Source: an optimization exercise on an open RTL-to-GDS flow (aim: small area and a short achievable clock period). Production flows keep margins and buffers that such runs may drop.
Only simulation tests tie the RTL to the original design; equivalence was not proved.

**flow/run.sh**
```bash
#!/bin/bash
# synth_recipe.tcl (not shown) runs the flow's synth.tcl, then flattens the netlist and writes it again
# the make line also repeats each setting of config.mk as NAME=value (left out here)
make -C /OpenROAD-flow-scripts/flow DESIGN_CONFIG=/design/flow/config.mk WORK_HOME=/design/flow/orfs CLKGATE_MAP_FILE= SYNTH_SCRIPT=/design/flow/synth_recipe.tcl finish
```
**flow/config.mk**
```make
export PLATFORM = sky130hd
export DESIGN_NAME = breadboard
export DESIGN_NICKNAME = breadboard
export VERILOG_FILES = /design/flow/design.v
export SDC_FILE = /design/flow/constraint.sdc
export NUM_CORES = 4
export LEC_CHECK = 0
export CAP_MARGIN = 20
export CORE_MARGIN = 2
export CORE_UTILIZATION = 40
export SLEW_MARGIN = 20
export SYNTH_HIERARCHICAL = 1
```
**flow/constraint.sdc**
```tcl
create_clock -name core_clock -period 80.0 [get_ports {clk}]
set_input_delay 16.0000 -clock core_clock [delete_from_list [all_inputs] [get_ports {clk}]]
set_output_delay 16.0000 -clock core_clock [all_outputs]
set_load 0.01 [all_outputs]
```
**flow/design.v**
```verilog
module ks_add(a, b, cin, s, cout);
  parameter W = 32;
  parameter L = 5;           
  input [W-1:0] a;
  input [W-1:0] b;
  input cin;
  output [W-1:0] s;
  output cout;
  wire [W-1:0] p0 = a ^ b;
  wire [W-1:0] g [0:L];
  wire [W-1:0] p [0:L];
  assign g[0] = (a & b) | {{(W-1){1'b0}}, p0[0] & cin};
  assign p[0] = p0;
  genvar l, i;
  generate
    for (l = 0; l < L; l = l + 1) begin : lv
      for (i = 0; i < W; i = i + 1) begin : bt
        if (i >= (1 << l)) begin : m
          assign g[l+1][i] = g[l][i] | (p[l][i] & g[l][i-(1<<l)]);
          assign p[l+1][i] = p[l][i] & p[l][i-(1<<l)];
        end else begin : k
          assign g[l+1][i] = g[l][i];
          assign p[l+1][i] = p[l][i];
        end
      end
    end
  endgenerate
  assign s = p0 ^ {g[L][W-2:0], cin};
  assign cout = g[L][W-1];
endmodule
module breadboard(clk, reset, A, B, C, opcode, ERR_out);
  input clk;
  input reset;
  input [3:0] opcode;
  input [31:0] A;
  input [31:0] B;
  output [31:0] C;
  output ERR_out;
  reg [31:0] C;
  reg ERR_out;
  wire mul = (opcode == 4'd3);
  wire z16 = ~mul & ~|A[31:16];
  wire [31:0] a1 = z16 ? {A[15:0], 16'b0} : A;
  wire z8 = ~mul & ~|a1[31:24];
  wire [31:0] a2 = z8 ? {a1[23:0], 8'b0} : a1;
  wire z4 = ~mul & ~|a2[31:28];
  wire [31:0] a3 = z4 ? {a2[27:0], 4'b0} : a2;
  wire z2 = ~mul & ~|a3[31:30];
  wire [31:0] a4 = z2 ? {a3[29:0], 2'b0} : a3;
  wire z1 = ~mul & ~a4[31];
  wire [31:0] D = z1 ? {a4[30:0], 1'b0} : a4;
  wire [4:0] sh = {z16, z8, z4, z2, z1};
  wire [62:0] n0 = {31'b0, B & {32{~mul}}};
  wire [62:0] n1 = z16 ? {n0[46:0], 16'b0} : n0;
  wire [62:0] n2 = z8 ? {n1[54:0], 8'b0} : n1;
  wire [62:0] n3 = z4 ? {n2[58:0], 4'b0} : n2;
  wire [62:0] n4 = z2 ? {n3[60:0], 2'b0} : n3;
  wire [62:0] N = z1 ? {n4[61:0], 1'b0} : n4;
  wire [3:0] di = D[30:27];
  wire g2_0 = (di >= 4'd0) & (di <= 4'd1);
  wire g2_1 = (di == 4'd2);
  wire g2_2 = (di >= 4'd3) & (di <= 4'd4);
  wire g2_3 = (di >= 4'd5) & (di <= 4'd7);
  wire g2_4 = (di >= 4'd8) & (di <= 4'd10);
  wire g2_5 = (di >= 4'd11) & (di <= 4'd14);
  wire g2_6 = (di == 4'd15);
  wire g1_0 = (di >= 4'd0) & (di <= 4'd7);
  wire g1_1 = (di >= 4'd8) & (di <= 4'd15);
  wire g0_0 = (di >= 4'd0) & (di <= 4'd6);
  wire g0_1 = (di >= 4'd7) & (di <= 4'd15);
  wire gm1_0 = (di == 4'd0);
  wire gm1_1 = (di >= 4'd1) & (di <= 4'd2);
  wire gm1_2 = (di == 4'd3);
  wire gm1_3 = (di >= 4'd4) & (di <= 4'd5);
  wire gm1_4 = (di >= 4'd6) & (di <= 4'd8);
  wire gm1_5 = (di >= 4'd9) & (di <= 4'd11);
  wire gm1_6 = (di >= 4'd12) & (di <= 4'd15);
  wire [32:0] S [0:16];
  wire [32:0] Cy [0:16];
  wire [31:0] Qp;
  wire [31:0] Qn;
  assign S[16] = {2'b0, N[62:32]};
  assign Cy[16] = 33'b0;
  genvar j;
  generate
    for (j = 15; j >= 0; j = j - 1) begin : row
      wire [32:0] s_in = S[j+1];
      wire [32:0] c_in = Cy[j+1];
      wire [6:0] yh;
      wire yc;
      ks_add #(.W(7), .L(3)) est (.a(s_in[32:26]), .b(c_in[32:26]), .cin(1'b0), .s(yh), .cout(yc));
      wire [6:0] yo = {~yh[6], yh[5:0]};
      wire cg2_0 = yo >= 7'd76;   
      wire cg2_1 = yo >= 7'd77;   
      wire cg2_2 = yo >= 7'd78;   
      wire cg2_3 = yo >= 7'd80;   
      wire cg2_4 = yo >= 7'd82;   
      wire cg2_5 = yo >= 7'd85;   
      wire cg2_6 = yo >= 7'd86;   
      wire ge2 = (g2_0 & cg2_0) | (g2_1 & cg2_1) | (g2_2 & cg2_2) | (g2_3 & cg2_3) | (g2_4 & cg2_4) | (g2_5 & cg2_5) | (g2_6 & cg2_6);
      wire cg1_0 = yo >= 7'd68;   
      wire cg1_1 = yo >= 7'd70;   
      wire ge1 = (g1_0 & cg1_0) | (g1_1 & cg1_1);
      wire cg0_0 = yo >= 7'd59;   
      wire cg0_1 = yo >= 7'd57;   
      wire ge0 = (g0_0 & cg0_0) | (g0_1 & cg0_1);
      wire cgm1_0 = yo >= 7'd51;   
      wire cgm1_1 = yo >= 7'd50;   
      wire cgm1_2 = yo >= 7'd49;   
      wire cgm1_3 = yo >= 7'd48;   
      wire cgm1_4 = yo >= 7'd46;   
      wire cgm1_5 = yo >= 7'd44;   
      wire cgm1_6 = yo >= 7'd41;   
      wire gem1 = (gm1_0 & cgm1_0) | (gm1_1 & cgm1_1) | (gm1_2 & cgm1_2) | (gm1_3 & cgm1_3) | (gm1_4 & cgm1_4) | (gm1_5 & cgm1_5) | (gm1_6 & cgm1_6);
      wire [2:0] qs = {ge1, ge2 | ~gem1, (ge1 & ~ge2) | (~ge0 & gem1)};
      wire bh = B[2*j+1];
      wire bl = B[2*j];
      wire bm;
      if (j == 0) begin : b0
        assign bm = 1'b0;
      end else begin : bn
        assign bm = B[2*j-1];
      end
      wire [2:0] bq = {bh & ~(bl & bm), (bh & ~bl & ~bm) | (~bh & bl & bm), bl ^ bm};
      wire [2:0] q = mul ? bq : qs;
      wire sub = q[2];
      wire two = q[1];
      wire one = q[0];
      wire [32:0] mag = ({33{one}} & {1'b0, D}) | ({33{two}} & {D, 1'b0});
      wire [32:0] t = mag ^ {33{sub}};
      wire [32:0] s4 = {s_in[30:0], N[2*j+1], N[2*j]};
      wire [32:0] c4 = {c_in[30:0], 1'b0, sub};
      wire [32:0] mj = (s4 & c4) | (s4 & t) | (c4 & t);
      assign S[j] = s4 ^ c4 ^ t;
      assign Cy[j] = {mj[31:0], 1'b0};
      assign Qp[2*j+1:2*j] = {sub & two, sub & one};
      assign Qn[2*j+1:2*j] = {~sub & two, ~sub & one};
    end
  endgenerate
  wire [32:0] W;
  wire wc;
  ks_add #(.W(33), .L(6)) fin (.a(S[0]), .b(Cy[0]), .cin(1'b0), .s(W), .cout(wc));
  wire neg = W[32];
  wire [31:0] dz = D;
  wire [31:0] x3 = S[0][31:0] ^ Cy[0][31:0] ^ dz;
  wire [31:0] y3 = (S[0][31:0] & Cy[0][31:0]) | (S[0][31:0] & dz) | (Cy[0][31:0] & dz);
  wire [31:0] W2;
  wire w2c;
  ks_add #(.W(32), .L(5)) cor (.a(x3), .b({y3[30:0], 1'b0}), .cin(1'b0), .s(W2), .cout(w2c));
  wire [31:0] Rn = neg ? W2 : W[31:0];
  wire [31:0] R = Rn >> sh;
  wire [31:0] Qv;
  wire qc;
  ks_add #(.W(32), .L(5)) quo_add (.a(Qp), .b(~Qn), .cin(~neg), .s(Qv), .cout(qc));
  wire a_is0 = (A == 32'd0);
  wire a_is1 = (A == 32'd1);
  wire [31:0] quo = a_is0 ? 32'hFFFFFFFF : (a_is1 ? B : Qv);
  wire [31:0] rem = a_is0 ? B : (a_is1 ? 32'd0 : R);
  wire [31:0] prod = W[31:0];
  wire [32:0] ca;
  wire [32:0] cs;
  wire [31:0] sum;
  wire [31:0] dif;
  assign ca[0] = 1'b0;
  assign cs[0] = 1'b1;
  genvar i;
  generate
    for (i = 0; i < 32; i = i + 1) begin : rc
      wire na = ~A[i];
      assign sum[i] = A[i] ^ B[i] ^ ca[i];
      assign ca[i+1] = (A[i] & B[i]) | (A[i] & ca[i]) | (B[i] & ca[i]);
      assign dif[i] = B[i] ^ na ^ cs[i];
      assign cs[i+1] = (B[i] & na) | (B[i] & cs[i]) | (na & cs[i]);
    end
  endgenerate
  reg [31:0] nxt;
  always @(*) begin
    case (opcode)
      4'd0: nxt = C;
      4'd1: nxt = sum;
      4'd2: nxt = dif;
      4'd3: nxt = prod;
      4'd4: nxt = quo;
      4'd5: nxt = rem;
      4'd6: nxt = A & B;
      4'd7: nxt = A | B;
      4'd8: nxt = A ^ B;
      4'd9: nxt = ~B;
      4'd10: nxt = ~(A & B);
      4'd11: nxt = ~(A | B);
      4'd12: nxt = ~(A ^ B);
      4'd13: nxt = {A[30:0], 1'b0};
      4'd14: nxt = {1'b0, A[31:1]};
      default: nxt = 32'd0;
    endcase
  end
  always @(posedge clk) begin
    if (reset)
      C <= 32'd0;
    else
      C <= nxt;
    ERR_out <= ca[32];
  end
endmodule
```
==> run notes, run 1 <==
* CP startpoint kind: primary input
* CTS tree: built
* DR WL/cell at 31.2 um
* CTS buffer count at 5
* Syn_area_per_cell at 7.64 sq um
* Synthesized area at 51600 sq um
* Hold Path Class: flip-flop to flip-flop
* Clock Skews at 0 ns
* Total number of vias at 58600
* Status: finished clean
* GPL Wtd Cong at 1.08
* Largest net degree at the start of global routing at 87
* CP Buf/Inv Count at 65
* Die X at 363 um
* Critical Path Max Stage Delay at 0.61 ns
* Remaining antenna violation count after routing at 0
* Rows at 131
* PortBufs at 102
* Period utilisation layout at 98.1%
* Gr usage total at 40.2%
* GRT overflow at 0
* Crit-path leading delay family: compound AO/OA/AOI/OAI gates
* Most common cell after layout, fill and taps aside: buf_4
* Top Ports at 103
* Max Fclk at 12.7 MHz
* Dpl cells at 8736
* Nets at 8179
* Post-Layout Cell Count at 8884
* Area growth syn-to-layout at 20.4%
* Clock Path Buffers at 2
* Final setup violation count at 0
* DP HPWL at 213000 um
* Die area at 132000 sq um
* CTS root buf: clkbuf_16
* Area post-placement at 58600 sq um
* CTS H-tree lvls at 2
* Max-slew headroom at 22.8%
* Worst Path Required at 80.16 ns
* Most common cell on crit path: fa_2
* Worst-Margin Slew at 1.15 ns
* Detailed router's first-iteration violation count at 7958
* Ys Warns at 10
* Global-route wire length before repair at 393000 um
* Worst Path Arrival at 78.62 ns
* Core Area at 128000 sq um
* DRC at 0
* Post-route cell area at 62100 sq um
* Clock sinks at 33
* Hold Fails Final Rpt at 0
* Layout cell share with drive strength beyond 1 at 21.3%
* Via density at 6.60
* Drt total wl at 277000 um
* Mapped Cells at 6752
* Initial Util at 40.4%
* Crit. End Element: flip-flop
* Worst-path maximum fanout at 26
* CTS Hold Bufs at 0
* Most frequent cells in the layout: 869 x buf_4, 613 x inv_1, 524 x fa_1
* CP Class: primary input to flip-flop
* Final core occ at 48.6%
* Antenna violations before repair at 9
* Clock slew at reported path FFs at 0.07 ns
* Worst skew pair latency at 0.28 ns
* Slowest CP cell: fa_1
* Vias in the first global route at 55800
* Pins Over Slew Limit at 0
* Maxcap violations at 0
* Die height at 363 um
* Drt pass-1 iters at 8
* Crit path time final at 78.46 ns
-- per-stage QoR --
| stage | TNS [ns] | hold slack [ns] | setup WS [ns] |
|---|---|---|---|
| after floorplan | 0 | 0.640 | 0.00123 |
| after global placement | -7.45 | 0.625 | -0.637 |
| after global routing | -18.47 | 0.728 | -0.715 |
| after detailed placement | -36.78 | 0.651 | -1.55 |
| final | 0 | 0.656 | 1.54 |
| after CTS | 0 | 0.667 | 0.00188 |
-- final cells by class --
| cell class | instances | area, sq um |
|---|---|---|
| fillers | 12600 | 65600 |
| multi-input cells | 5513 | 48500 |
| repair buffers | 1015 | 8180 |
| inverters | 645 | 2420 |
| well taps | 1662 | 2080 |
| flip-flops and latches | 33 | 661 |
| clock buffers | 7 | 143 |
| clock inverters | 1 | 30.0 |
| diodes | 8 | 20.0 |
-- routing by layer --
metal	GRT usage, %	part of all wire [%]
met5	0	0.0090
met4	27.3	8.8
met3	9.05	12
met2	60.2	42
met1	51.6	38
-- sequential cells by signal, summed over array words and instances, names as in the netlist --
| signal | flops |
|---|---|
| ERR_out | 1 |
| C | 32 |
-- worst reg2reg max path: stages (launching register included) --
cell,delay (ns)
dfxtp_1,0.35
a221oi_2,0.72
o2111ai_1,0.22
a21oi_1,0.54
a31oi_1,0.16
-- final timing paths --
kind            to  cells past startpoint  slack [ns]   from
max          C[30]                    317        1.54  A[23]
min reg2reg  C[15]                      4        0.66  C[15]
max reg2reg  C[12]                      4       77.88  C[12]
min          C[15]                      4        0.66  C[15]
-- what timing repair did --
action / in CTS / in global routing
gates cloned: 0 / 3
setup buffers: 5 / 126
gates resized for setup: 26 / 426
pin swaps: 3 / 270
setup endpoints to repair: 32 / 32
==> run 2, diff against run 1 <==
--- a/flow/design.v
+++ b/flow/design.v
@@ -9,7 +9,7 @@
   wire [W-1:0] p0 = a ^ b;
   wire [W-1:0] g [0:L];
   wire [W-1:0] p [0:L];
-  assign g[0] = (a & b) | {{(W-1){1'b0}}, p0[0] & cin};
+  assign g[0] = a & b;
   assign p[0] = p0;
   genvar l, i;
   generate
@@ -25,8 +25,9 @@
       end
     end
   endgenerate
-  assign s = p0 ^ {g[L][W-2:0], cin};
-  assign cout = g[L][W-1];
+  wire [W-1:0] cy = g[L] | (p[L] & {W{cin}});
+  assign s = p0 ^ {cy[W-2:0], cin};
+  assign cout = cy[W-1];
 endmodule
 module breadboard(clk, reset, A, B, C, opcode, ERR_out);
   input clk;
@@ -87,8 +88,12 @@
       wire [32:0] s_in = S[j+1];
       wire [32:0] c_in = Cy[j+1];
       wire [6:0] yh;
-      wire yc;
-      ks_add #(.W(7), .L(3)) est (.a(s_in[32:26]), .b(c_in[32:26]), .cin(1'b0), .s(yh), .cout(yc));
+      if (j == 15) begin : e0
+        assign yh = s_in[32:26];
+      end else begin : en
+        wire yc;
+        ks_add #(.W(7), .L(3)) est (.a(s_in[32:26]), .b(c_in[32:26]), .cin(1'b0), .s(yh), .cout(yc));
+      end
       wire [6:0] yo = {~yh[6], yh[5:0]};
       wire cg2_0 = yo >= 7'd76;   
       wire cg2_1 = yo >= 7'd77;   
==> run notes, run 2 <==
* Multi-input gate area at 47100 sq um
* Initial Util at 40.2%
* Rows at 131
* Period utilisation layout at 96.6%
* Pins Over Slew Limit at 0
* CP Buf/Inv Count at 33
* Final setup violation count at 0
* Die height at 362 um
* Drt pass-1 iters at 6
* Worst Path Arrival at 77.51 ns
* RR Startpoint: C[7]
* Largest net degree at the start of global routing at 88
* Synthesized area at 51200 sq um
* Fillers at 13000
* Area growth syn-to-layout at 11.0%
* Top Ports at 103
* Die area at 131000 sq um
* CTS Hold Bufs at 0
* Mapped Cells at 6718
* Clock sinks at 33
* Hold Fails Final Rpt at 0
* DRC at 0
* Gr usage total at 38.8%
* Max reg flops at 32
* Ys Warns at 10
* Flop-to-flop setup slack at 78.18 ns
* R2r endpoint: C[7]
* Seq. cell area at 661 sq um
* CTS root buf: clkbuf_16
* GRT overflow at 0
* Worst-path maximum fanout at 32
* Most frequent cells in the layout: 644 x inv_1, 545 x nand2_1, 540 x fa_1
* PortBufs at 102
* Clock Path Buffers at 2
* CP Class: primary input to flip-flop
* Crit. End Element: flip-flop
* Slack of the critical path at 2.71 ns
* Drt total wl at 264000 um
* Die X at 362 um
* DP HPWL at 205000 um
* Syn_area_per_cell at 7.62 sq um
* Global-route wire length before repair at 377000 um
* Most common cell on crit path: a21oi_1
* Antenna violations before repair at 11
* Clock slew at reported path FFs at 0.07 ns
* Layout cell share with drive strength beyond 1 at 13.4%
* CTS tree: built
* Max Fclk at 12.9 MHz
* Worst reg2reg path depth at 7
* Crit path time final at 77.29 ns
* Remaining antenna violation count after routing at 0
* Hold Path Class: flip-flop to flip-flop
* Worst Setup SP: A[26]
* Worst skew pair latency at 0.29 ns
* Largest regs: C: 32 flops, ERR_out: 1 flops
* Critical Path Max Stage Delay at 0.66 ns
* Most common cell after layout, fill and taps aside: inv_1
* Total number of vias at 54900
* Nets at 7671
* Max-slew headroom at 15.5%
* CTS H-tree lvls at 2
* Maxcap violations at 0
* Slowest CP cell: fa_2
* Worst-Margin Slew at 1.26 ns
* Detailed router's first-iteration violation count at 7119
* Clock Skews at 0 ns
* Dpl ws at -1.57 ns
* Vias in the first global route at 52400
* GPL Wtd Cong at 1.08
* Worst setup path endpoint: C[24]
* Final core occ at 44.6%
* Core Area at 127000 sq um
* Largest Register: C
* CP startpoint kind: primary input
* Via density at 6.56
* CTS buffer count at 5
* Critical path depth at 272
* Crit-path leading delay family: compound AO/OA/AOI/OAI gates
* Status: finished clean
* Worst Path Required at 80.21 ns
* DR WL/cell at 31.5 um
==> run 2: area by class of cell <==
cell class | count | share of cell area [%]
Multi-Input combinational cell | 5482 | 82.8
Timing Repair Buffer | 539 | 7.78
Inverter | 652 | 4.31
Tap cell | 1662 | 3.66
Sequential cell | 33 | 1.16
Clock buffer | 5 | 0.220
Clock inverter | 3 | 0.0308
Antenna cell | 4 | 0.0176
==> run 2: through the flow <==
| step | area [sq um] | setup TNS [ns] | cells | hold WS, ns |
|---|---|---|---|---|
| floorplan | 51300 | 0 | 6755 | 0.573 |
| finish | 56800 | 0 | 8380 | 0.568 |
| global route | 56800 | -6.06 | 8380 | 0.612 |
| detailed placement | 55200 | -38.15 | 8318 | 0.547 |
| CTS | 55500 | 0 | 8326 | 0.563 |
| global placement | 55200 | -30.20 | 8318 | 0.558 |
==> run 2: worst reg2reg max path, delay by kind of cell (launching register included) <==
family	cells	cell delay, ns
flops	1	0.32
simple gates	2	0.25
compound gates	5	1.09
==> run 2: worst min-delay path by stage <==
stage | from | endpoint | slack [ns] | cells after the start
after floorplan | C[18] | C[18] | 0.57 | 2
after global placement | C[18] | C[18] | 0.56 | 2
after detailed placement | C[18] | C[18] | 0.55 | 2
after CTS | C[18] | C[18] | 0.56 | 2
after global routing | C[18] | C[18] | 0.61 | 2
final | C[18] | C[18] | 0.57 | 2
==> run 2: per-layer routing <==
layer  track usage (%)  vias up  wire length (um)
met4              23.9        4             20700
met2              58.8     3605            112000
li1                  -    23600                 -
met3              7.06      893             27800
met5                 0        -                22
met1              51.1    26900            103000
==> run 2: repair_timing <==
item | CTS | global route
gates resized for setup | 14 | 184
endpoints found under the setup margin | 32 | 32
buffers inserted | 0 | 48
pin swaps | 0 | 33
gates cloned | 0 | 2
hold endpoints to repair | 0 | 0
==> run 3, diff against run 2 <==
--- a/flow/design.v
+++ b/flow/design.v
@@ -29,6 +29,55 @@
   assign s = p0 ^ {cy[W-2:0], cin};
   assign cout = cy[W-1];
 endmodule
+module norm(A, mul, D, sh);
+  input [31:0] A;
+  input mul;
+  output [31:0] D;
+  output [4:0] sh;
+  wire z16 = ~mul & ~|A[31:16];
+  wire [31:0] a1 = z16 ? {A[15:0], 16'b0} : A;
+  wire z8 = ~mul & ~|a1[31:24];
+  wire [31:0] a2 = z8 ? {a1[23:0], 8'b0} : a1;
+  wire z4 = ~mul & ~|a2[31:28];
+  wire [31:0] a3 = z4 ? {a2[27:0], 4'b0} : a2;
+  wire z2 = ~mul & ~|a3[31:30];
+  wire [31:0] a4 = z2 ? {a3[29:0], 2'b0} : a3;
+  wire z1 = ~mul & ~a4[31];
+  assign D = z1 ? {a4[30:0], 1'b0} : a4;
+  assign sh = {z16, z8, z4, z2, z1};
+endmodule
+module qsel(yh, gl, mul, bq, q);
+  input [6:0] yh;
+  input [17:0] gl;
+  input mul;
+  input [2:0] bq;
+  output [2:0] q;
+  wire [6:0] yo = {~yh[6], yh[5:0]};    
+  wire cg2_0 = yo >= 7'd76;   
+  wire cg2_1 = yo >= 7'd77;   
+  wire cg2_2 = yo >= 7'd78;   
+  wire cg2_3 = yo >= 7'd80;   
+  wire cg2_4 = yo >= 7'd82;   
+  wire cg2_5 = yo >= 7'd85;   
+  wire cg2_6 = yo >= 7'd86;   
+  wire ge2 = (gl[0] & cg2_0) | (gl[1] & cg2_1) | (gl[2] & cg2_2) | (gl[3] & cg2_3) | (gl[4] & cg2_4) | (gl[5] & cg2_5) | (gl[6] & cg2_6);
+  wire cg1_0 = yo >= 7'd68;   
+  wire cg1_1 = yo >= 7'd70;   
+  wire ge1 = (gl[7] & cg1_0) | (gl[8] & cg1_1);
+  wire cg0_0 = yo >= 7'd59;   
+  wire cg0_1 = yo >= 7'd57;   
+  wire ge0 = (gl[9] & cg0_0) | (gl[10] & cg0_1);
+  wire cgm1_0 = yo >= 7'd51;   
+  wire cgm1_1 = yo >= 7'd50;   
+  wire cgm1_2 = yo >= 7'd49;   
+  wire cgm1_3 = yo >= 7'd48;   
+  wire cgm1_4 = yo >= 7'd46;   
+  wire cgm1_5 = yo >= 7'd44;   
+  wire cgm1_6 = yo >= 7'd41;   
+  wire gem1 = (gl[11] & cgm1_0) | (gl[12] & cgm1_1) | (gl[13] & cgm1_2) | (gl[14] & cgm1_3) | (gl[15] & cgm1_4) | (gl[16] & cgm1_5) | (gl[17] & cgm1_6);
+  wire [2:0] qs = {ge1, ge2 | ~gem1, (ge1 & ~ge2) | (~ge0 & gem1)};
+  assign q = mul ? bq : qs;
+endmodule
 module breadboard(clk, reset, A, B, C, opcode, ERR_out);
   input clk;
   input reset;
@@ -40,17 +89,14 @@
   reg [31:0] C;
   reg ERR_out;
   wire mul = (opcode == 4'd3);
-  wire z16 = ~mul & ~|A[31:16];
-  wire [31:0] a1 = z16 ? {A[15:0], 16'b0} : A;
-  wire z8 = ~mul & ~|a1[31:24];
-  wire [31:0] a2 = z8 ? {a1[23:0], 8'b0} : a1;
-  wire z4 = ~mul & ~|a2[31:28];
-  wire [31:0] a3 = z4 ? {a2[27:0], 4'b0} : a2;
-  wire z2 = ~mul & ~|a3[31:30];
-  wire [31:0] a4 = z2 ? {a3[29:0], 2'b0} : a3;
-  wire z1 = ~mul & ~a4[31];
-  wire [31:0] D = z1 ? {a4[30:0], 1'b0} : a4;
-  wire [4:0] sh = {z16, z8, z4, z2, z1};
+  wire [31:0] D;
+  wire [4:0] sh;
+  norm nrm (.A(A), .mul(mul), .D(D), .sh(sh));
+  wire z16 = sh[4];
+  wire z8 = sh[3];
+  wire z4 = sh[2];
+  wire z2 = sh[1];
+  wire z1 = sh[0];
   wire [62:0] n0 = {31'b0, B & {32{~mul}}};
   wire [62:0] n1 = z16 ? {n0[46:0], 16'b0} : n0;
   wire [62:0] n2 = z8 ? {n1[54:0], 8'b0} : n1;
@@ -76,6 +122,7 @@
   wire gm1_4 = (di >= 4'd6) & (di <= 4'd8);
   wire gm1_5 = (di >= 4'd9) & (di <= 4'd11);
   wire gm1_6 = (di >= 4'd12) & (di <= 4'd15);
+  wire [17:0] gl = {gm1_6, gm1_5, gm1_4, gm1_3, gm1_2, gm1_1, gm1_0, g0_1, g0_0, g1_1, g1_0, g2_6, g2_5, g2_4, g2_3, g2_2, g2_1, g2_0};
   wire [32:0] S [0:16];
   wire [32:0] Cy [0:16];
   wire [31:0] Qp;
@@ -94,30 +141,6 @@
         wire yc;
         ks_add #(.W(7), .L(3)) est (.a(s_in[32:26]), .b(c_in[32:26]), .cin(1'b0), .s(yh), .cout(yc));
       end
-      wire [6:0] yo = {~yh[6], yh[5:0]};
-      wire cg2_0 = yo >= 7'd76;   
-      wire cg2_1 = yo >= 7'd77;   
-      wire cg2_2 = yo >= 7'd78;   
-      wire cg2_3 = yo >= 7'd80;   
-      wire cg2_4 = yo >= 7'd82;   
-      wire cg2_5 = yo >= 7'd85;   
-      wire cg2_6 = yo >= 7'd86;   
-      wire ge2 = (g2_0 & cg2_0) | (g2_1 & cg2_1) | (g2_2 & cg2_2) | (g2_3 & cg2_3) | (g2_4 & cg2_4) | (g2_5 & cg2_5) | (g2_6 & cg2_6);
-      wire cg1_0 = yo >= 7'd68;   
-      wire cg1_1 = yo >= 7'd70;   
-      wire ge1 = (g1_0 & cg1_0) | (g1_1 & cg1_1);
-      wire cg0_0 = yo >= 7'd59;   
-      wire cg0_1 = yo >= 7'd57;   
-      wire ge0 = (g0_0 & cg0_0) | (g0_1 & cg0_1);
-      wire cgm1_0 = yo >= 7'd51;   
-      wire cgm1_1 = yo >= 7'd50;   
-      wire cgm1_2 = yo >= 7'd49;   
-      wire cgm1_3 = yo >= 7'd48;   
-      wire cgm1_4 = yo >= 7'd46;   
-      wire cgm1_5 = yo >= 7'd44;   
-      wire cgm1_6 = yo >= 7'd41;   
-      wire gem1 = (gm1_0 & cgm1_0) | (gm1_1 & cgm1_1) | (gm1_2 & cgm1_2) | (gm1_3 & cgm1_3) | (gm1_4 & cgm1_4) | (gm1_5 & cgm1_5) | (gm1_6 & cgm1_6);
-      wire [2:0] qs = {ge1, ge2 | ~gem1, (ge1 & ~ge2) | (~ge0 & gem1)};
       wire bh = B[2*j+1];
       wire bl = B[2*j];
       wire bm;
@@ -127,7 +150,8 @@
         assign bm = B[2*j-1];
       end
       wire [2:0] bq = {bh & ~(bl & bm), (bh & ~bl & ~bm) | (~bh & bl & bm), bl ^ bm};
-      wire [2:0] q = mul ? bq : qs;
+      wire [2:0] q;
+      qsel qs (.yh(yh), .gl(gl), .mul(mul), .bq(bq), .q(q));
       wire sub = q[2];
       wire two = q[1];
       wire one = q[0];
--- a/flow/config.mk
+++ b/flow/config.mk
@@ -8,5 +8,6 @@
 export CAP_MARGIN = 20
 export CORE_MARGIN = 2
 export CORE_UTILIZATION = 40
+export SETUP_SLACK_MARGIN = 5
 export SLEW_MARGIN = 20
 export SYNTH_HIERARCHICAL = 1
==> run notes, run 3 <==
* Hold Path Class: flip-flop to flip-flop
* Worst Path Required at 80.23 ns
* Period utilisation layout at 93.0%
* Pins Over Slew Limit at 0
* Minimum hold slack at 0.758 ns
* Max reg flops at 32
* Max-slew headroom at 17.1%
* CTS Hold Bufs at 0
* Worst-path maximum fanout at 17
* Crit-path leading delay family: compound AO/OA/AOI/OAI gates
* CTS buffer count at 5
* CP Class: primary input to flip-flop
* DR WL/cell at 28.8 um
* Global-route wire length before repair at 333000 um
* Most common cell on crit path: inv_1
* Syn_area_per_cell at 8.07 sq um
* CTS tree: built
* Core Area at 126000 sq um
* Layout cell share with drive strength beyond 1 at 23.9%
* CTS H-tree lvls at 2
* Initial Util at 40.4%
* Synthesized area at 50800 sq um
* Remaining antenna violation count after routing at 0
* Largest net degree at the start of global routing at 93
* Area growth syn-to-layout at 22.1%
* Antenna violations before repair at 3
* Crit. End Element: flip-flop
* Post-route cell area at 62100 sq um
* CTS root buf: clkbuf_16
* GRT overflow at 0
* Mapped Cells at 6294
* Die area at 130000 sq um
* Crit path time final at 74.42 ns
* Gr usage total at 33.2%
* Worst-Margin Slew at 1.24 ns
* GPL Wtd Cong at 1.03
* CP Buf/Inv Count at 40
* Multi-input gate area at 50700 sq um
* CP startpoint kind: primary input
* Via density at 6.61
* Worst Path Arrival at 74.65 ns
* Largest Register: C
* Seq. cell area at 661 sq um
* Critical Path Max Stage Delay at 0.73 ns
* Status: finished clean
* DRC at 0
* Die height at 360 um
* Total number of vias at 53500
* Largest regs: C: 32 flops, ERR_out: 1 flops
* Drt pass-1 iters at 6
* Fillers at 11800
* Max Fclk at 13.4 MHz
* Clock Skews at 0 ns
* PortBufs at 102
* Nets at 7405
* Final setup violation count at 0
* Vias in the first global route at 50800
* DP HPWL at 163000 um
* RSZ-0062 raised after global routing: no
* Detailed router's first-iteration violation count at 6801
* Rows at 130
* Area post-placement at 54200 sq um
* Die X at 360 um
* Top Ports at 103
* Hold Fails Final Rpt at 0
* Clock Path Buffers at 2
* Clock sinks at 33
* Most common cell after layout, fill and taps aside: buf_4
* Most frequent cells in the layout: 507 x buf_4, 499 x fa_1, 496 x inv_1
* Worst skew pair latency at 0.30 ns
* Clock slew at reported path FFs at 0.07 ns
* Ys Warns at 10
* Drt total wl at 233000 um
* Slowest CP cell: xor2_1
* Maxcap violations at 0
## run 3: tightest hold or removal path, stage by stage (launching register included)
cell	delay, ns
dfxtp_1	0.36
nand2_1	0.05
o21ai_0	0.08
a221oi_1	0.05
nand4_1	0.07
o31a_1	0.11
## run 3: metrics by stage
step / setup TNS (ns) / cells / utilization, % / setup WS, ns
6_report: 0 / 8102 / 49.3 / 5.58
3_3_place_gp: -22.73 / 7763 / 43.1 / -0.961
4_1_cts: 0 / 7829 / 44.7 / 5.00
3_5_place_dp: -44.35 / 7764 / 43.1 / -1.63
5_1_grt: 0 / 8098 / 49.3 / 3.70
2_1_floorplan: 0 / 6340 / - / 5.00
## run 3: layout make-up
| cell class | instances | area share [%] |
|---|---|---|
| antenna | 4 | 0.0161 |
| clock buffer | 6 | 0.208 |
| clock inverter | 2 | 0.0161 |
| inverter | 539 | 3.29 |
| multi-input combinational | 5176 | 81.7 |
| sequential | 33 | 1.06 |
| tap | 1650 | 3.33 |
| timing repair buffer | 692 | 10.3 |
## run 3: path summary, 6_finish.rpt
check | start | to | slack [ns] | cells after the start
max reg2reg | C[30] | C[30] | 78.11 | 5
min reg2reg | C[16] | C[16] | 0.76 | 5
min | C[16] | C[16] | 0.76 | 5
max | A[22] | C[13] | 5.58 | 253
## run 3: timing repair
| action | 4_1_cts | 5_1_grt |
|---|---|---|
| cloned | 7 | 23 |
| setup buffers | 50 | 245 |
| setup endpoints to repair | 32 | 32 |
| pin swaps | 59 | 344 |
| gates resized for setup | 236 | 625 |
## run 3: routing by layer
layer	vias to the layer above	global-route usage [%]	wire length, um
li1	22800	-	-
met1	26600	45.4	92700
met2	3423	49.7	99400
met3	702	7.00	26100
met4	2	15.7	14900
met5	-	0	13
==> run 4, diff against run 3 <==
--- a/flow/config.mk
+++ b/flow/config.mk
@@ -8,6 +8,5 @@
 export CAP_MARGIN = 20
 export CORE_MARGIN = 2
 export CORE_UTILIZATION = 40
-export SETUP_SLACK_MARGIN = 5
 export SLEW_MARGIN = 20
 export SYNTH_HIERARCHICAL = 1
==> run notes, run 4 <==
* Final setup violation count at 0
* CP Class: primary input to flip-flop
* CP startpoint kind: primary input
* Worst Path Arrival at 77.57 ns
* Nets at 7154
* Clock Path Buffers at 2
* Most frequent cells in the layout: 557 x a22oi_1, 544 x fa_1, 529 x inv_1
* Core Area at 126000 sq um
* Rows at 130
* PortBufs at 102
* Most common cell after layout, fill and taps aside: a22oi_1
* Layout cell share with drive strength beyond 1 at 13.7%
* Global-route wire length before repair at 332000 um
* Worst Path Required at 80.23 ns
* Top Ports at 103
* Die X at 360 um
* GPL Wtd Cong at 1.02
* Fillers at 12600
* CTS Hold Bufs at 0
* Initial Util at 40.4%
* Largest net degree at the start of global routing at 81
* Worst Hold End: C[3]
* Synthesized area at 50800 sq um
* Final core occ at 44.4%
* Crit. End Element: flip-flop
* Clock slew at reported path FFs at 0.08 ns
* Gr usage total at 33.4%
* Max Fclk at 12.9 MHz
* Total number of vias at 51500
* Detailed router's first-iteration violation count at 5947
* RR Startpoint: C[4]
* Drt total wl at 226000 um
* Largest Register: C
* Slowest CP cell: fa_1
* Hold Path Class: flip-flop to flip-flop
* Max reg flops at 32
* GRT overflow at 0
* Via density at 6.56
* DRC at 0
* Syn_area_per_cell at 8.07 sq um
* Flop-to-flop setup slack at 78.35 ns
* CTS buffer count at 5
* Minimum hold slack at 0.755 ns
* Die area at 130000 sq um
* CTS tree: built
* Worst reg2reg path depth at 5
* Crit path time final at 77.33 ns
* Maxcap violations at 0
* CTS root buf: clkbuf_16
* Max-slew headroom at 19.7%
* Area growth syn-to-layout at 10.1%
* Largest regs: C: 32 flops, ERR_out: 1 flops
* R2r endpoint: C[4]
* Antenna violations before repair at 4
* Status: finished clean
* Clock sinks at 33
* Pins Over Slew Limit at 0
* Ys Warns at 10
* Drt pass-1 iters at 6
* Setup_tns at 0 ns
* DP HPWL at 167000 um
* Clock Skews at 0 ns
* DR WL/cell at 28.8 um
* Remaining antenna violation count after routing at 0
* Worst-Margin Slew at 1.20 ns
* CTS H-tree lvls at 2
* Worst skew pair latency at 0.32 ns
* Period utilisation layout at 96.7%
* WHS Path Cells at 4
* Hold Fails Final Rpt at 0
* Worst Setup SP: A[22]
* Die height at 360 um
* Mapped Cells at 6294
* Hold Crit Start: C[3]
* Critical Path Max Stage Delay at 0.64 ns
* Vias in the first global route at 49700
* Worst-path maximum fanout at 34
-- run 4: cell types whose count changed in the layout (fill, tap and decap cells not counted), sizes merged, moves of 2 or more --
| cell | before | now |
|---|---|---|
| buf | 566 | 346 |
| clkbuf | 24 | 10 |
| bufbuf | 7 | 0 |
| dlymetal6s2s | 4 | 0 |
| xnor2 | 299 | 295 |
| clkdlybuf4s50 | 96 | 99 |
| clkinv | 5 | 3 |
-- run 4: how the worst max path moves through the flow --
stage,end,slack [ns],depth (start not counted)
after floorplan,C[29],0.17,298
after global placement,C[27],-1.27,257
after detailed placement,C[27],-2.19,255
after CTS,C[27],0.01,248
after global routing,C[27],-0.38,247
final,C[27],2.67,250
-- run 4: per-stage QoR --
step	instance area [sq um]	cells	worst slack, ns
after floorplan	51000	6340	0.166
after global placement	54200	7795	-1.27
after detailed placement	54200	7795	-2.19
after CTS	54600	7803	0.00957
after global routing	55900	7848	-0.381
final	56000	7851	2.67
-- run 4: timing repair --
item / 4_1_cts / 5_1_grt
pin swaps: 0 / 41
gates resized for setup: 39 / 184
gates cloned: 0 / 3
buffers inserted: 0 / 41
setup endpoints to repair: 32 / 32
-- run 4: critical path: cells and delay by family --
family	cells	cell delay, ns
buffers and inverters	34	4.50
AO/OA/AOI/OAI	104	23.70
multiplexers	1	0.38
adder cells (fa/ha/maj)	39	15.73
XOR/XNOR	33	6.25
AND/OR/NAND/NOR	39	10.90
-- run 4: final cells by class --
type / instances / area (sq um) / share of cell area [%]
Sequential cell: 33 / 661 / 1.18
Clock buffer: 7 / 143 / 0.255
Multi-Input combinational cell: 5169 / 47200 / 84.4
Inverter: 539 / 2040 / 3.64
Antenna cell: 4 / 10.0 / 0.0179
Tap cell: 1650 / 2060 / 3.69
Clock inverter: 1 / 30.0 / 0.0537
Timing Repair Buffer: 448 / 3810 / 6.81
-- run 4: metal layers --
layer | share of wire (%) | vias up | GRT usage [%]
met5 | 0.013 | - | 0.148
met1 | 42 | 25700 | 46.0
met4 | 5.4 | 2 | 15.2
met2 | 43 | 3039 | 50.3
met3 | 10 | 477 | 6.39
li1 | - | 22300 | -
==> run 5, diff against run 4 <==
--- a/flow/design.v
+++ b/flow/design.v
@@ -15,9 +15,9 @@
   generate
     for (l = 0; l < L; l = l + 1) begin : lv
       for (i = 0; i < W; i = i + 1) begin : bt
-        if (i >= (1 << l)) begin : m
-          assign g[l+1][i] = g[l][i] | (p[l][i] & g[l][i-(1<<l)]);
-          assign p[l+1][i] = p[l][i] & p[l][i-(1<<l)];
+        if ((i >> l) & 1) begin : m
+          assign g[l+1][i] = g[l][i] | (p[l][i] & g[l][((i >> l) << l) - 1]);
+          assign p[l+1][i] = p[l][i] & p[l][((i >> l) << l) - 1];
         end else begin : k
           assign g[l+1][i] = g[l][i];
           assign p[l+1][i] = p[l][i];
==> run notes, run 5 <==
* Worst-path maximum fanout at 34
* Critical Path Max Stage Delay at 0.67 ns
* Pins Over Slew Limit at 0
* CP Class: primary input to flip-flop
* DR WL/cell at 28.1 um
* GPL Wtd Cong at 1.02
* Ys Warns at 10
* Hold Crit Start: C[8]
* Area post-placement at 52900 sq um
* Area growth syn-to-layout at 13.5%
* CTS tree: built
* CTS H-tree lvls at 2
* Vias in the first global route at 48200
* Clock Skews at 0 ns
* Rows at 128
* Synthesized area at 49100 sq um
* Hold Path Class: flip-flop to flip-flop
* Max-slew headroom at 22.0%
* GRT overflow at 0
* Hold Fails Final Rpt at 0
* Crit. End Element: flip-flop
* Largest regs: C: 32 flops, ERR_out: 1 flops
* Worst Path Required at 80.17 ns
* CTS buffer count at 5
* Die area at 126000 sq um
* Gr usage total at 33.0%
* Final core occ at 45.8%
* DRC at 0
* Most frequent cells in the layout: 539 x fa_1, 519 x a22oi_1, 460 x inv_1
* Fillers at 12100
* Via density at 6.46
* Die X at 355 um
* Antenna violations before repair at 4
* Initial Util at 40.3%
* Total number of vias at 50200
* Worst Path Arrival at 77.61 ns
* Clock Path Buffers at 2
* Drt total wl at 218000 um
* DP HPWL at 161000 um
* Worst Setup SP: A[23]
* Minimum hold slack at 0.699 ns
* Max Fclk at 12.9 MHz
* Clock sinks at 33
* Slowest CP cell: xnor2_1
* Flop-to-flop setup slack at 78.12 ns
* Maxcap violations at 0
* Multi-input gate area at 46600 sq um
* Nets at 7089
* Remaining antenna violation count after routing at 0
* Mapped Cells at 6119
* Most common cell on crit path: buf_4
* Post-route cell area at 55800 sq um
* Top Ports at 103
* Syn_area_per_cell at 8.03 sq um
* CP startpoint kind: primary input
* Die height at 355 um
* Largest Register: C
* RR Startpoint: C[1]
* PortBufs at 102
* Period utilisation layout at 96.8%
* Status: finished clean
* Max reg flops at 32
* Clock slew at reported path FFs at 0.06 ns
* WHS Path Cells at 4
* Final setup violation count at 0
* Worst reg2reg path depth at 6
* Drt pass-1 iters at 7
* Crit path time final at 77.45 ns
* Worst skew pair latency at 0.30 ns
* CTS root buf: clkbuf_16
* RSZ-0062 raised after global routing: yes
* Most common cell after layout, fill and taps aside: fa_1
* Layout cell share with drive strength beyond 1 at 15.3%
* Detailed router's first-iteration violation count at 5700
* Seq. cell area at 661 sq um
* Worst-Margin Slew at 1.17 ns
* Largest net degree at the start of global routing at 74
* Global-route wire length before repair at 319000 um
* Core Area at 122000 sq um
==> run 5: what timing repair did <==
item,4_1_cts,5_1_grt
hold buffers,0,0
cloned,0,13
pin swaps,1,97
setup buffers,0,127
gates resized for setup,22,261
endpoints found under the setup margin,32,32
==> run 5: worst paths after layout <==
| kind | to |
|---|---|
| worst max-delay path | C[0] |
| worst min-delay path | C[8] |
| worst max register to register | C[1] |
| worst min register to register | C[8] |
==> run 5: critical path, delay by kind of cell <==
kind	cells	cell delay, ns
adder cells (fa/ha/maj)	33	14.21
multiplexers	2	0.87
XOR/XNOR	31	6.76
AO/OA/AOI/OAI	100	21.11
buffers and inverters	50	7.78
AND/OR/NAND/NOR	56	10.73
==> run 5: cell type report <==
type / instances / share of cell area [%]
sequential: 33 / 1.18
clock buffer: 6 / 0.249
clock inverter: 2 / 0.0673
multi-input combinational: 5099 / 83.5
tap: 1625 / 3.64
antenna: 2 / 0.00897
inverter: 470 / 3.19
timing repair buffer: 522 / 8.20
==> run 5: per-layer routing <==
metal | wire (um) | vias to the layer above | GRT usage, % | share of wire [%]
li1 | - | 21800 | - | -
met1 | 90100 | 25000 | 45.6 | 41
met2 | 95300 | 2805 | 50.7 | 44
met3 | 21000 | 498 | 5.28 | 9.6
met4 | 11500 | 4 | 14.4 | 5.3
met5 | 31 | - | 0 | 0.014
==> run 5: metrics by stage <==
step	instances	TNS, ns	setup WS [ns]
after global placement	7609	-0.534	-0.144
after global routing	7758	-13.94	-0.678
after CTS	7617	0	0.0116
after floorplan	6165	0	0.110
after detailed placement	7609	-29.00	-1.16
final	7759	0	2.55
==> run 6, diff against run 5 <==
--- a/flow/design.v
+++ b/flow/design.v
@@ -77,6 +77,15 @@
   wire gem1 = (gl[11] & cgm1_0) | (gl[12] & cgm1_1) | (gl[13] & cgm1_2) | (gl[14] & cgm1_3) | (gl[15] & cgm1_4) | (gl[16] & cgm1_5) | (gl[17] & cgm1_6);
   wire [2:0] qs = {ge1, ge2 | ~gem1, (ge1 & ~ge2) | (~ge0 & gem1)};
   assign q = mul ? bq : qs;
+endmodule
+module fa3(a, b, c, s, co);
+  input a;
+  input b;
+  input c;
+  output s;
+  output co;
+  assign s = a ^ b ^ c;
+  assign co = (a & b) | (a & c) | (b & c);
 endmodule
 module breadboard(clk, reset, A, B, C, opcode, ERR_out);
   input clk;
@@ -155,12 +164,22 @@
       wire sub = q[2];
       wire two = q[1];
       wire one = q[0];
-      wire [32:0] mag = ({33{one}} & {1'b0, D}) | ({33{two}} & {D, 1'b0});
-      wire [32:0] t = mag ^ {33{sub}};
+      wire [32:0] d1 = {1'b0, D};
+      wire [32:0] d2 = {D, 1'b0};
       wire [32:0] s4 = {s_in[30:0], N[2*j+1], N[2*j]};
       wire [32:0] c4 = {c_in[30:0], 1'b0, sub};
-      wire [32:0] mj = (s4 & c4) | (s4 & t) | (c4 & t);
-      assign S[j] = s4 ^ c4 ^ t;
+      wire [32:0] mj;
+      genvar b;
+      for (b = 0; b < 33; b = b + 1) begin : bt
+        if (b == 1 || b == 2 || (j == 15 && b > 2)) begin : h
+          wire t = ((one & d1[b]) | (two & d2[b])) ^ sub;
+          assign S[j][b] = s4[b] ^ t;
+          assign mj[b] = s4[b] & t;
+        end else begin : f
+          wire t = ((one & d1[b]) | (two & d2[b])) ^ sub;
+          fa3 fa (.a(s4[b]), .b(c4[b]), .c(t), .s(S[j][b]), .co(mj[b]));
+        end
+      end
       assign Cy[j] = {mj[31:0], 1'b0};
       assign Qp[2*j+1:2*j] = {sub & two, sub & one};
       assign Qn[2*j+1:2*j] = {~sub & two, ~sub & one};
==> run notes, run 6 <==
* Crit path time final at 76.47 ns
* Detailed router's first-iteration violation count at 5173
* CTS tree: built
* Most common cell after layout, fill and taps aside: xnor2_1
* Crit. End Element: flip-flop
* Ys Warns at 10
* CP Buf/Inv Count at 27
* Post-route cell area at 53600 sq um
* Die height at 353 um
* Remaining antenna violation count after routing at 0
* Clock sinks at 33
* GRT overflow at 0
* Clock Skews at 0 ns
* Clock Path Buffers at 2
* DR WL/cell at 29.7 um
* Largest regs: C: 32 flops, ERR_out: 1 flops
* Hold Fails Final Rpt at 0
* Clock slew at reported path FFs at 0.07 ns
* Total number of vias at 47300
* Initial Util at 40.2%
* Most frequent cells in the layout: 611 x xnor2_1, 575 x fa_1, 535 x a22oi_1
* Die X at 353 um
* Rows at 128
* Largest Register: C
* Drt total wl at 215000 um
* Crit-path leading delay family: compound AO/OA/AOI/OAI gates
* Area post-placement at 52300 sq um
* Drt pass-1 iters at 6
* Status: finished clean
* Critical Path Max Stage Delay at 0.69 ns
* Synthesized area at 48700 sq um
* Area growth syn-to-layout at 10.1%
* Top Ports at 103
* Worst Path Arrival at 76.66 ns
* Core Area at 121000 sq um
* Worst skew pair latency at 0.32 ns
* Largest net degree at the start of global routing at 79
* Vias in the first global route at 47400
* GPL Wtd Cong at 1.04
* Max Fclk at 13.1 MHz
* Worst-path maximum fanout at 34
* Most common cell on crit path: xnor2_1
* CP startpoint kind: primary input
* Mapped Cells at 5694
* PortBufs at 102
* Slowest CP cell: clkdlybuf4s50_1
* Layout cell share with drive strength beyond 1 at 15.0%
* Die area at 125000 sq um
* Worst Path Required at 80.18 ns
* Hold Path Class: flip-flop to flip-flop
* CTS root buf: clkbuf_16
* Gr usage total at 33.7%
* Global-route wire length before repair at 320000 um
* Syn_area_per_cell at 8.55 sq um
* Fillers at 11900
* Final setup violation count at 0
* CTS buffer count at 5
* DRC at 0
* Pins Over Slew Limit at 0
* Via density at 6.51
* CP Class: primary input to flip-flop
* Antenna violations before repair at 3
* Maxcap violations at 0
* Period utilisation layout at 95.6%
* Max-slew headroom at 18.5%
* Nets at 6626
* Max reg flops at 32
* DP HPWL at 164000 um
* Worst-Margin Slew at 1.21 ns
* CTS H-tree lvls at 2
==> run 6: stage by stage <==
step | worst slack [ns] | hold WS, ns | util, % | std cells | setup TNS, ns
6_report | 3.53 | 0.770 | 44.2 | 7264 | 0
5_1_grt | -0.112 | 0.818 | 44.2 | 7263 | -0.184
4_1_cts | 0.0934 | 0.770 | 43.4 | 7225 | 0
3_5_place_dp | -0.731 | 0.755 | 43.2 | 7211 | -9.37
3_3_place_gp | 0.263 | 0.735 | 43.2 | 7211 | 0
2_1_floorplan | 0.222 | 0.657 | - | 5739 | 0
==> run 6: worst register-to-register path, delay by kind of cell (launching register included) <==
family / cells / cell delay, ns
AOI/OAI and AO/OA: 4 / 1.64
DFF: 1 / 0.40
==> run 6: what timing repair did <==
item,in CTS,in global routing
gates cloned,1,2
pin swaps,1,20
hold buffers,0,0
hold endpoints to repair,0,0
setup endpoints to repair,22,32
buffers inserted,5,36
resized for setup,18,127
==> run 6: worst paths after layout <==
| check | depth (start not counted) | slack (ns) | end | startpoint |
|---|---|---|---|---|
| min reg2reg | 4 | 0.77 | C[22] | C[22] |
| max | 255 | 3.53 | C[28] | A[21] |
| max reg2reg | 4 | 77.81 | C[15] | C[15] |
| min | 4 | 0.77 | C[22] | C[22] |
==> run 6: layout make-up <==
cell class / instances / area, sq um / share of cell area, %
antenna: 1 / 2.50 / 0.00467
tap: 1625 / 2030 / 3.79
sequential: 33 / 661 / 1.23
clock inverter: 1 / 5.00 / 0.00934
clock buffer: 7 / 153 / 0.285
timing repair buffer: 442 / 3760 / 7.01
inverter: 237 / 925 / 1.72
multi-input combinational: 4918 / 46100 / 85.9
==> run 6: per-layer routing <==
layer	global-route usage, %	routed length (um)	vias to the layer above
met1	44.8	87600	23700
li1	-	-	20600
met2	52.6	95300	2464
met4	17.2	13300	2
met5	0	9	-
met3	5.74	19200	466
==> run 7, diff against run 6 <==
--- a/flow/config.mk
+++ b/flow/config.mk
@@ -7,6 +7,6 @@
 export LEC_CHECK = 0
 export CAP_MARGIN = 20
 export CORE_MARGIN = 2
-export CORE_UTILIZATION = 40
+export CORE_UTILIZATION = 60
 export SLEW_MARGIN = 20
 export SYNTH_HIERARCHICAL = 1
==> run notes, run 7 <==
* Critical path depth at 248
* CP startpoint kind: primary input
* CTS tree: built
* Via density at 7.34
* Die area at 83500 sq um
* Minimum hold slack at 0.706 ns
* Status: finished clean
* Period utilisation layout at 96.8%
* WHS Path Cells at 4
* Pins Over Slew Limit at 0
* Clock slew at reported path FFs at 0.07 ns
* Syn_area_per_cell at 8.55 sq um
* Slack of the critical path at 2.55 ns
* GR Util met3 at 13.1%
* Die height at 289 um
* DP HPWL at 154000 um
* Met1 usage at 61.2%
* CP Class: primary input to flip-flop
* Max-slew headroom at 13.5%
* Slowest CP cell: clkdlybuf4s50_1
* Routing usage on met2 at 72.2%
* CP Buf/Inv Count at 30
* Top Ports at 103
* Rows at 104
* Die X at 289 um
* Worst skew pair latency at 0.31 ns
* Remaining antenna violation count after routing at 0
* Clock Skews at 0 ns
* PortBufs at 102
* Hold Fails Final Rpt at 0
* DR WL/cell at 31.0 um
* Final setup violation count at 0
* Area growth syn-to-layout at 8.81%
* Worst-path maximum fanout at 34
* Max reg flops at 32
* Synthesized area at 48700 sq um
* Most common cell after layout, fill and taps aside: xnor2_1
* CTS root buf: clkbuf_16
* Worst Path Arrival at 77.62 ns
* Dpl ws at -1.14 ns
* Layout cell share with drive strength beyond 1 at 15.3%
* Largest regs: C: 32 flops, ERR_out: 1 flops
* Total number of vias at 49200
* Antenna violations before repair at 10
* Drt total wl at 207000 um
* DRC at 0
* GRT overflow at 0
* Worst reg2reg path depth at 4
* Crit path time final at 77.45 ns
* Most Used Layer, Global Route: met2
* Initial Util at 60.6%
* Most common cell on crit path: xnor2_1
* Hold Path Class: flip-flop to flip-flop
* Largest net degree at the start of global routing at 68
* Mapped Cells at 5694
* Nets at 6626
* Crit. End Element: flip-flop
* Critical Path Max Stage Delay at 0.77 ns
* Largest Register: C
* Most frequent cells in the layout: 599 x xnor2_1, 575 x fa_1, 535 x a22oi_1
* Drt pass-1 iters at 7
* CTS H-tree lvls at 2
* CTS buffer count at 5
* Worst Path Required at 80.17 ns
* Core Area at 80400 sq um
* GPL Wtd Cong at 1.07
* Vias in the first global route at 47900
* Clock sinks at 33
* Crit-path leading delay family: compound AO/OA/AOI/OAI gates
* Maxcap violations at 0
* Ys Warns at 10
* Flop-to-flop setup slack at 77.71 ns
* Detailed router's first-iteration violation count at 6323
* Worst-Margin Slew at 1.29 ns
* Gr usage total at 48.5%
* Clock Path Buffers at 2
* Global-route wire length before repair at 304000 um
* Max Fclk at 12.9 MHz
==> run 7: repair_timing <==
action,CTS,global route
pin swaps,1,24
setup endpoints to repair,32,32
buffers inserted,0,52
gates cloned,1,1
resized for setup,23,131
hold buffers,0,0
==> run 7: final timing paths <==
check,from,to
min,C[23],C[23]
min reg2reg,C[23],C[23]
max reg2reg,C[4],C[4]
max,A[29],C[0]
==> run 7: final cells by class <==
type	instances	area [sq um]
well taps	1060	1330
fillers	6790	27400
multi-input cells	4918	46200
diodes	2	5.00
flip-flops and latches	33	661
clock inverters	1	5.00
repair buffers	442	3730
inverters	237	913
clock buffers	7	153
==> run 7: stage by stage <==
stage	area [sq um]	util [%]	TNS (ns)	std cells
global placement	51500	64.1	0	6636
floorplan	48900	-	0	5739
CTS	51900	64.5	0	6645
finish	53000	65.9	0	6700
detailed placement	51500	64.1	-15.95	6636
global route	53000	65.9	-4.38	6698
==> run 7: layer usage <==
| metal | vias up | wire length, um |
|---|---|---|
| li1 | 20600 | - |
| met1 | 24000 | 74600 |
| met2 | 3675 | 87700 |
| met3 | 905 | 27300 |
| met4 | 8 | 17800 |
| met5 | - | 67 |
==> run 7: worst min-delay path, delay by kind of cell, from the launching register on <==
kind | cells | cell delay (ns)
AO/OA/AOI/OAI | 3 | 0.25
AND/OR/NAND/NOR | 1 | 0.07
flip-flops | 1 | 0.34
==> run 8, diff against run 7 <==
--- a/flow/design.v
+++ b/flow/design.v
@@ -86,6 +86,14 @@
   output co;
   assign s = a ^ b ^ c;
   assign co = (a & b) | (a & c) | (b & c);
+endmodule
+module ha2(a, b, s, co);
+  input a;
+  input b;
+  output s;
+  output co;
+  assign s = a ^ b;
+  assign co = a & b;
 endmodule
 module breadboard(clk, reset, A, B, C, opcode, ERR_out);
   input clk;
@@ -173,8 +181,7 @@
       for (b = 0; b < 33; b = b + 1) begin : bt
         if (b == 1 || b == 2 || (j == 15 && b > 2)) begin : h
           wire t = ((one & d1[b]) | (two & d2[b])) ^ sub;
-          assign S[j][b] = s4[b] ^ t;
-          assign mj[b] = s4[b] & t;
+          ha2 ha (.a(s4[b]), .b(t), .s(S[j][b]), .co(mj[b]));
         end else begin : f
           wire t = ((one & d1[b]) | (two & d2[b])) ^ sub;
           fa3 fa (.a(s4[b]), .b(c4[b]), .c(t), .s(S[j][b]), .co(mj[b]));
@@ -190,8 +197,14 @@
   ks_add #(.W(33), .L(6)) fin (.a(S[0]), .b(Cy[0]), .cin(1'b0), .s(W), .cout(wc));
   wire neg = W[32];
   wire [31:0] dz = D;
-  wire [31:0] x3 = S[0][31:0] ^ Cy[0][31:0] ^ dz;
-  wire [31:0] y3 = (S[0][31:0] & Cy[0][31:0]) | (S[0][31:0] & dz) | (Cy[0][31:0] & dz);
+  wire [31:0] x3;
+  wire [31:0] y3;
+  genvar f;
+  generate
+    for (f = 0; f < 32; f = f + 1) begin : csa
+      fa3 fc (.a(S[0][f]), .b(Cy[0][f]), .c(dz[f]), .s(x3[f]), .co(y3[f]));
+    end
+  endgenerate
   wire [31:0] W2;
   wire w2c;
   ks_add #(.W(32), .L(5)) cor (.a(x3), .b({y3[30:0], 1'b0}), .cin(1'b0), .s(W2), .cout(w2c));
@@ -214,11 +227,8 @@
   genvar i;
   generate
     for (i = 0; i < 32; i = i + 1) begin : rc
-      wire na = ~A[i];
-      assign sum[i] = A[i] ^ B[i] ^ ca[i];
-      assign ca[i+1] = (A[i] & B[i]) | (A[i] & ca[i]) | (B[i] & ca[i]);
-      assign dif[i] = B[i] ^ na ^ cs[i];
-      assign cs[i+1] = (B[i] & na) | (B[i] & cs[i]) | (na & cs[i]);
+      fa3 fa (.a(A[i]), .b(B[i]), .c(ca[i]), .s(sum[i]), .co(ca[i+1]));
+      fa3 fs (.a(~A[i]), .b(B[i]), .c(cs[i]), .s(dif[i]), .co(cs[i+1]));
     end
   endgenerate
   reg [31:0] nxt;
==> run notes, run 8 <==
* Most common cell after layout, fill and taps aside: xnor2_1
* Most common cell on crit path: xnor2_1
* Vias in the first global route at 46600
* CTS root buf: clkbuf_16
* Synthesized area at 48900 sq um
* Post-Layout Cell Count at 6694
* DP HPWL at 149000 um
* Via density at 7.25
* Hold Crit Start: C[25]
* Most frequent cells in the layout: 601 x xnor2_1, 580 x fa_1, 550 x a22oi_1
* Ys Warns at 10
* Worst Hold End: C[25]
* Detailed router's first-iteration violation count at 5778
* GPL Wtd Cong at 1.06
* DRC at 0
* CTS H-tree lvls at 2
* PortBufs at 102
* Hold Path Class: flip-flop to flip-flop
* Status: finished clean
* Post-Route M1 WL at 73200 um
* CP startpoint kind: primary input
* Critical Path Max Stage Delay at 0.71 ns
* CTS Hold Bufs at 0
* Final core occ at 65.8%
* Mapped Cells at 5704
* Rows at 104
* Crit-path leading delay family: compound AO/OA/AOI/OAI gates
* Post-route cell area at 53100 sq um
* Clock Skews at 0 ns
* Max Fclk at 12.9 MHz
* Seq. cell area at 661 sq um
* Final setup violation count at 0
* Largest Register: C
* CTS buffer count at 5
* Worst Path Required at 80.15 ns
* Worst skew pair latency at 0.30 ns
* Worst-Margin Slew at 1.10 ns
* CP Class: primary input to flip-flop
* Clock Path Buffers at 2
* Initial Util at 60.6%
* RR Startpoint: C[0]
* Max Used Layer: met5
* Largest regs: C: 32 flops, ERR_out: 1 flops
* DR WL/cell at 30.0 um
* CP Buf/Inv Count at 32
* Die X at 290 um
* Max-slew headroom at 26.1%
* Area growth syn-to-layout at 8.55%
* Routed wl met3 at 24900 um
* Layout cell share with drive strength beyond 1 at 15.1%
* R2r endpoint: C[0]
* Minimum hold slack at 0.781 ns
* Area post-placement at 51500 sq um
* CTS tree: built
* Pins Over Slew Limit at 0
* Top Ports at 103
* Remaining antenna violation count after routing at 0
* Core Area at 80700 sq um
* Max reg flops at 32
* Drt total wl at 201000 um
* Gr usage total at 46.8%
* Slowest CP cell: clkdlybuf4s50_1
* Total number of vias at 48500
* Maxcap violations at 0
* GRT overflow at 0
* Largest net degree at the start of global routing at 87
* Worst reg2reg path depth at 5
* Drt pass-1 iters at 9
* Syn_area_per_cell at 8.58 sq um
* Hold Fails Final Rpt at 0
* WHS Path Cells at 4
* Crit path time final at 77.55 ns
* Met2 WL at 86100 um
* Die height at 290 um
* Worst Path Arrival at 77.70 ns
* Antenna violations before repair at 16
* Worst-path maximum fanout at 34
* Clock sinks at 33
* Fillers at 6860
* Period utilisation layout at 96.9%
* Crit. End Element: flip-flop
* Clock slew at reported path FFs at 0.07 ns
* Nets at 6619
* Die area at 83800 sq um
* Multi-input gate area at 46400 sq um
* Dpl cells at 6611
* Flop-to-flop setup slack at 77.50 ns
* Global-route wire length before repair at 297000 um
* Setup_tns at 0 ns
-- run 8: cell count changes in the layout (fill, tap and decap cells not counted), moves of 9 or more --
cell	before	now
dlymetal6s2s_1	2	11
mux4_2	23	35
buf_4	314	284
nand2_1	315	330
a22oi_1	535	550
a22o_1	13	26
o21ai_0	221	191
a21oi_1	185	175
inv_1	227	213
clkdlybuf4s50_1	96	86
o21ai_1	21	61
-- run 8: how the worst max path moves through the flow --
stage                    from     to  cells after the start  slack, ns
finish                  A[27]  C[17]                    255       2.45
global route            A[27]  C[11]                    256      -0.55
global placement        A[31]  C[19]                    232     -0.001
detailed placement      A[31]  C[14]                    229      -1.37
floorplan           opcode[2]  C[31]                    230       0.36
CTS                     A[28]  C[19]                    250       0.03
-- run 8: final cells by class --
cell class | count | share of cell area (%)
Sequential cell | 33 | 1.24
Antenna cell | 7 | 0.0330
Inverter | 222 | 1.64
Clock buffer | 7 | 0.269
Multi-Input combinational cell | 4943 | 87.4
Tap cell | 1060 | 2.50
Clock inverter | 1 | 0.0566
Timing Repair Buffer | 421 | 6.86
-- run 8: routing by layer --
| layer | vias up | track usage [%] |
|---|---|---|
| met5 | - | 0.455 |
| met3 | 824 | 14.4 |
| li1 | 20700 | - |
| met1 | 23700 | 58.1 |
| met4 | 18 | 31.7 |
| met2 | 3361 | 69.8 |
-- run 8: worst reg2reg max path: cells and delay by family, from the launching register on --
kind	cells	cell delay (ns)
AOI/OAI and AO/OA	4	1.58
DFF	1	0.31
and+or+nand+nor	1	0.33
-- run 8: stage by stage --
stage          setup WS (ns)
5_1_grt               -0.548
4_1_cts               0.0288
6_report                2.45
2_1_floorplan          0.363
3_5_place_dp           -1.37
3_3_place_gp        -0.00134
-- run 8: what timing repair did --
item,4_1_cts,5_1_grt
cloned,0,1
pin swaps,0,25
gates resized for setup,27,136
endpoints found under the setup margin,32,32
setup buffers,0,66

[what the ideal ports hide]
In the flow no input, the clock included, has a driving cell. The finished layouts below were timed again as built, in two steps. Step 1 assumes that a clkbuf_16 drives the clock port and a buf_2 every other input. Step 2 also shifts input and output timing later by t, the mid clock arrival at the registers, as if the neighbouring blocks saw the same clock. Slacks: ideal ports / drivers / drivers and shift; pairs: ideal ports / drivers.
| run | t (ns) | setup WS [ns] | worst hold slack (ns) | clock arrival spread, ns | worst data-port slew with drivers (ns) |
|---|---|---|---|---|---|
| run 1 | 0.326 | 1.540 / 1.552 / 1.226 | 0.656 / 0.656 / 0.656 | 0.010 / 0.009 | 0.09 |
| run 2 | 0.351 | 2.706 / 2.724 / 2.373 | 0.568 / 0.568 / 0.568 | 0.020 / 0.020 | 0.12 |
| run 3 | 0.347 | 5.577 / 5.601 / 5.254 | 0.758 / 0.758 / 0.758 | 0.007 / 0.006 | 0.05 |
| run 4 | 0.356 | 2.666 / 2.678 / 2.322 | 0.755 / 0.755 / 0.755 | 0.011 / 0.011 | 0.08 |
| run 5 | 0.347 | 2.555 / 2.576 / 2.229 | 0.699 / 0.699 / 0.699 | 0.012 / 0.012 | 0.08 |
| run 6 | 0.362 | 3.526 / 3.530 / 3.168 | 0.770 / 0.770 / 0.770 | 0.008 / 0.009 | 0.04 |
| run 7 | 0.354 | 2.551 / 2.576 / 2.221 | 0.706 / 0.706 / 0.706 | 0.009 / 0.009 | 0.06 |
| run 8 | 0.344 | 2.446 / 2.471 / 2.127 | 0.781 / 0.781 / 0.781 | 0.005 / 0.006 | 0.06 |
After both steps setup and hold are still met in every run listed. The setup slack of run 6, which loses most, moves by +0.004 ns with the drivers and by -0.358 ns with both steps.
